Background: an optimization exercise with open tools, aiming at small area, a short achievable clock period and few clock cycles. Do not read the settings as production practice. Only simulation tests tie the RTL to the original design; equivalence was not proved. Power figures rest on the tool's default switching activity, not on a simulated workload.

before:
==> module CPU, before the edit <==
module CPU(
    input         clk,
    input         rst,
    output [31:0] imem_addr,
    input  [31:0] imem_rdata,
    output [31:0] dmem_addr,
    output [31:0] dmem_wdata,
    output        dmem_we,
    input  [31:0] dmem_rdata,
    output        wb_en,
    output [4:0]  wb_addr,
    output [31:0] wb_data
);
reg  [31:2] pc;
reg  [31:0] e_a, e_b, e_s;       
reg  [4:0]  e_dest;
reg         e_wr, e_ld, e_st, e_br;
reg         e_sub, e_and, e_or, e_slt;
reg         e_fam, e_faw, e_fbm, e_fbw, e_fsm, e_fsw;
reg  [31:0] m_alu, m_sd;
reg  [4:0]  m_dest;
reg         m_wr, m_ld, m_st;
reg  [31:0] w_data;
reg  [4:0]  w_dest;
reg         w_wr;
reg  [31:1] rv;
wire [31:0] ins = imem_rdata;
wire [5:0]  op  = ins[31:26];
wire [4:0]  rs  = ins[25:21];
wire [4:0]  rt  = ins[20:16];
wire [4:0]  rd  = ins[15:11];
wire [5:0]  fn  = ins[5:0];
wire [31:0] simm = {{16{ins[15]}}, ins[15:0]};
wire is_r    = (op == 6'b000000);
wire is_addi = (op == 6'b001000);
wire is_lw   = (op == 6'b100011);
wire is_sw   = (op == 6'b101011);
wire is_beq  = (op == 6'b000100);
wire [4:0] dest   = is_r ? rd : rt;
wire       wr     = (is_r | is_addi | is_lw) & (dest != 5'd0);
wire       use_rs = is_r | is_addi | is_lw | is_sw | is_beq;
wire       use_rt = is_r | is_sw | is_beq;
wire       b_rt   = is_r | is_beq;        
wire stall = e_ld & ((use_rs & (rs == e_dest)) | (use_rt & (rt == e_dest)));
wire [32*32-1:0] rflat;
wire [31:1]      rs_sel, rt_sel;
reg  [31:0]      rs_v, rt_v;
wire [31:0] wd = m_ld ? dmem_rdata : m_alu;      
genvar g;
generate
    for (g = 1; g < 32; g = g + 1) begin : RF
        reg [31:0] q;
        always @(posedge clk)
            if (m_wr && m_dest == g)
                q <= wd;
        assign rflat[g*32 +: 32] = q;
        assign rs_sel[g] = rv[g] & (rs == g);
        assign rt_sel[g] = rv[g] & (rt == g);
    end
endgenerate
assign rflat[31:0] = 32'd0;
integer k;
always @(*) begin
    rs_v = 32'd0;
    rt_v = 32'd0;
    for (k = 1; k < 32; k = k + 1) begin
        rs_v = rs_v | ({32{rs_sel[k]}} & rflat[k*32 +: 32]);
        rt_v = rt_v | ({32{rt_sel[k]}} & rflat[k*32 +: 32]);
    end
end
always @(posedge clk or posedge rst) begin
    if (rst)
        rv <= 31'd0;
    else if (m_wr)
        rv[m_dest] <= 1'b1;
end
wire [31:0] A = e_fam ? m_alu : (e_faw ? w_data : e_a);
wire [31:0] B = e_fbm ? m_alu : (e_fbw ? w_data : e_b);
wire [31:0] S = e_fsm ? m_alu : (e_fsw ? w_data : e_s);
wire [31:0] Bx  = B ^ {32{e_sub}};
wire [31:0] sum = A + Bx + {31'd0, e_sub};
wire        lt  = (A[31] ^ B[31]) ? A[31] : sum[31];
wire [31:0] res = e_and ? (A & B) :
                  e_or  ? (A | B) :
                  e_slt ? {31'd0, lt} : sum;
wire        taken = e_br & (A == B);
wire [31:2] tgt   = pc + S[29:0];     
always @(posedge clk or posedge rst) begin
    if (rst)
        pc <= 30'd0;
    else if (taken)
        pc <= tgt;
    else if (!stall)
        pc <= pc + 30'd1;
end
always @(posedge clk or posedge rst) begin
    if (rst) begin
        e_wr <= 1'b0;
        e_ld <= 1'b0;
        e_st <= 1'b0;
        e_br <= 1'b0;
    end else if (stall) begin
        e_wr <= 1'b0;
        e_ld <= 1'b0;
        e_st <= 1'b0;
        e_br <= 1'b0;
    end else begin
        e_wr <= wr;
        e_ld <= is_lw & (dest != 5'd0);
        e_st <= is_sw;
        e_br <= is_beq;
    end
end
always @(posedge clk) begin
    e_a    <= rs_v;
    e_b    <= b_rt ? rt_v : simm;
    e_s    <= is_beq ? simm : rt_v;
    e_dest <= dest;
    e_sub  <= is_r & ((fn == 6'b100010) | (fn == 6'b101010));
    e_and  <= is_r & (fn == 6'b100100);
    e_or   <= is_r & (fn == 6'b100101);
    e_slt  <= is_r & (fn == 6'b101010);
    e_fam  <= e_wr & (e_dest == rs);
    e_faw  <= m_wr & (m_dest == rs);
    e_fbm  <= b_rt & e_wr & (e_dest == rt);
    e_fbw  <= b_rt & m_wr & (m_dest == rt);
    e_fsm  <= is_sw & e_wr & (e_dest == rt);
    e_fsw  <= is_sw & m_wr & (m_dest == rt);
end
always @(posedge clk or posedge rst) begin
    if (rst) begin
        m_wr <= 1'b0;
        m_st <= 1'b0;
    end else begin
        m_wr <= e_wr;
        m_st <= e_st;
    end
end
always @(posedge clk) begin
    m_alu  <= res;
    m_sd   <= S;
    m_dest <= e_dest;
    m_ld   <= e_ld;
end
always @(posedge clk or posedge rst) begin
    if (rst)
        w_wr <= 1'b0;
    else
        w_wr <= m_wr;
end
always @(posedge clk) begin
    w_data <= wd;
    w_dest <= m_dest;
end
assign imem_addr  = {pc, 2'b00};
assign dmem_addr  = m_alu;
assign dmem_wdata = m_sd;
assign dmem_we    = m_st;
assign wb_en      = w_wr;
assign wb_addr    = w_dest;
assign wb_data    = w_data;
endmodule
clock: 8.5 ns
lec_check: 0
abc_clock_period_in_ps: 2500
cap_margin: 20
core_margin: 2
core_utilization: 45
place_density: 0.55
setup_slack_margin: 5
slew_margin: 20
run.sh (not shown) runs the stock make flow with config.mk's settings and CLKGATE_MAP_FILE= SYNTH_SCRIPT=/design/flow/synth_recipe.tcl, a recipe that flattens the netlist after the stock synthesis.
Testbench counts of before, summed over its fixed seeds: cycles 35,517.
Relative to before, the following input files were edited for after:
diff --git a/flow/design.v b/flow/design.v
--- a/flow/design.v
+++ b/flow/design.v
@@ -13,9 +13,13 @@
 );
 reg  [31:2] pc;
-reg  [31:0] e_a, e_b, e_s;       
+reg  [31:0] e_a, e_b;            
+reg  [15:0] e_imm;               
+reg  [31:2] e_tgt;               
 reg  [4:0]  e_dest;
 reg         e_wr, e_ld, e_st, e_br;
 reg         e_sub, e_and, e_or, e_slt;
-reg         e_fam, e_faw, e_fbm, e_fbw, e_fsm, e_fsw;
+reg         e_fam, e_faw, e_fae;           
+reg         e_fbm, e_fbw, e_fbe;           
+reg         e_bi;                          
 reg  [31:0] m_alu, m_sd;
 reg  [4:0]  m_dest;
@@ -42,4 +46,6 @@
 wire       use_rt = is_r | is_sw | is_beq;
 wire       b_rt   = is_r | is_beq;        
+wire [31:2] pc1   = pc + 30'd1;
+wire [31:2] tgt_d = pc1 + simm[29:0];    
 wire stall = e_ld & ((use_rs & (rs == e_dest)) | (use_rt & (rt == e_dest)));
 wire [32*32-1:0] rflat;
@@ -75,9 +81,16 @@
         rv[m_dest] <= 1'b1;
 end
-wire [31:0] A = e_fam ? m_alu : (e_faw ? w_data : e_a);
-wire [31:0] B = e_fbm ? m_alu : (e_fbw ? w_data : e_b);
-wire [31:0] S = e_fsm ? m_alu : (e_fsw ? w_data : e_s);
+wire fam = e_wr & (e_dest == rs);
+wire faw = m_wr & (m_dest == rs) & ~fam;
+wire fbm = e_wr & (e_dest == rt);
+wire fbw = m_wr & (m_dest == rt) & ~fbm;
+wire [31:0] eimm = {{16{e_imm[15]}}, e_imm};
+wire [31:0] A = ({32{e_fam}} & m_alu) | ({32{e_faw}} & w_data) | ({32{e_fae}} & e_a);
+wire [31:0] S = ({32{e_fbm}} & m_alu) | ({32{e_fbw}} & w_data) | ({32{e_fbe}} & e_b);
+wire [31:0] B = ({32{e_fbm & ~e_bi}} & m_alu) | ({32{e_fbw & ~e_bi}} & w_data) |
+                ({32{e_fbe & ~e_bi}} & e_b) | ({32{e_bi}} & eimm);
 wire [31:0] Bx  = B ^ {32{e_sub}};
-wire [31:0] sum = A + Bx + {31'd0, e_sub};
+wire [32:0] sum1 = {A, 1'b1} + {Bx, e_sub};    
+wire [31:0] sum  = sum1[32:1];
 wire        lt  = (A[31] ^ B[31]) ? A[31] : sum[31];
 wire [31:0] res = e_and ? (A & B) :
@@ -85,12 +98,11 @@
                   e_slt ? {31'd0, lt} : sum;
 wire        taken = e_br & (A == B);
-wire [31:2] tgt   = pc + S[29:0];     
 always @(posedge clk or posedge rst) begin
     if (rst)
         pc <= 30'd0;
     else if (taken)
-        pc <= tgt;
+        pc <= e_tgt;
     else if (!stall)
-        pc <= pc + 30'd1;
+        pc <= pc1;
 end
 always @(posedge clk or posedge rst) begin
@@ -114,6 +126,8 @@
 always @(posedge clk) begin
     e_a    <= rs_v;
-    e_b    <= b_rt ? rt_v : simm;
-    e_s    <= is_beq ? simm : rt_v;
+    e_b    <= rt_v;
+    e_imm  <= ins[15:0];
+    e_tgt  <= tgt_d;
+    e_bi   <= ~b_rt;
     e_dest <= dest;
     e_sub  <= is_r & ((fn == 6'b100010) | (fn == 6'b101010));
@@ -121,10 +135,10 @@
     e_or   <= is_r & (fn == 6'b100101);
     e_slt  <= is_r & (fn == 6'b101010);
-    e_fam  <= e_wr & (e_dest == rs);
-    e_faw  <= m_wr & (m_dest == rs);
-    e_fbm  <= b_rt & e_wr & (e_dest == rt);
-    e_fbw  <= b_rt & m_wr & (m_dest == rt);
-    e_fsm  <= is_sw & e_wr & (e_dest == rt);
-    e_fsw  <= is_sw & m_wr & (m_dest == rt);
+    e_fam  <= fam;
+    e_faw  <= faw;
+    e_fae  <= ~fam & ~faw;
+    e_fbm  <= fbm;
+    e_fbw  <= fbw;
+    e_fbe  <= ~fbm & ~fbw;
 end
 always @(posedge clk or posedge rst) begin
Findings:
Changes observed in after relative to before: final design area excluding fillers down about 0.9%, worst endpoint data arrival time down 0.90 ns, net switching power up 3.4%, area of the multi-input gates down 820 sq um.
after ends up with a non-clock buffer count that is 3.7% higher than in before.
before → after: via count stayed essentially flat, routed wire length lower, minimum hold slack decreased 0.0075 ns, part of the cycle the worst path needs down 10 points, via count of the first global-routing pass has decreased.
Comparing after and before, proportion of synthesized chip area in sequential cells is lower on before.
[after] final non-filler cell total fell 77 relative to before
Re total of flip-flops plus latches after synthesis: after is about 1.2% up on before.
In after, the area of the mapped netlist came out 440 sq um below the value in before.
Testbench counts of after, summed over its fixed seeds: cycles 35,517.

-- separate check: timing with driven ports --
The flow's constraints put no driver on any port. The routed layouts listed below were extracted and timed again, unchanged, in two steps.
Step 1 assumes that a clkbuf_16 drives the clock port and a buf_2 every other input.
Step 2 times the ports against the registers' clock, not the clock port: input delays grow and output delays shrink by t, the midpoint of the rising clock arrivals with the driver on.
a / b / c = ideal ports / drivers / drivers and shift; a / b = the first two.
run | shift t [ns] | slack for setup (ns) | cell pins on the clock port's net
before | 0.871 | 3.789 / 3.789 / 3.789 | 1
after | 0.859 | 4.650 / 4.650 / 4.090 | 1
After both steps setup and hold are still met in every run listed. The setup slack of after, which loses most, moves by 0.000 ns with the drivers and by -0.560 ns with both steps.
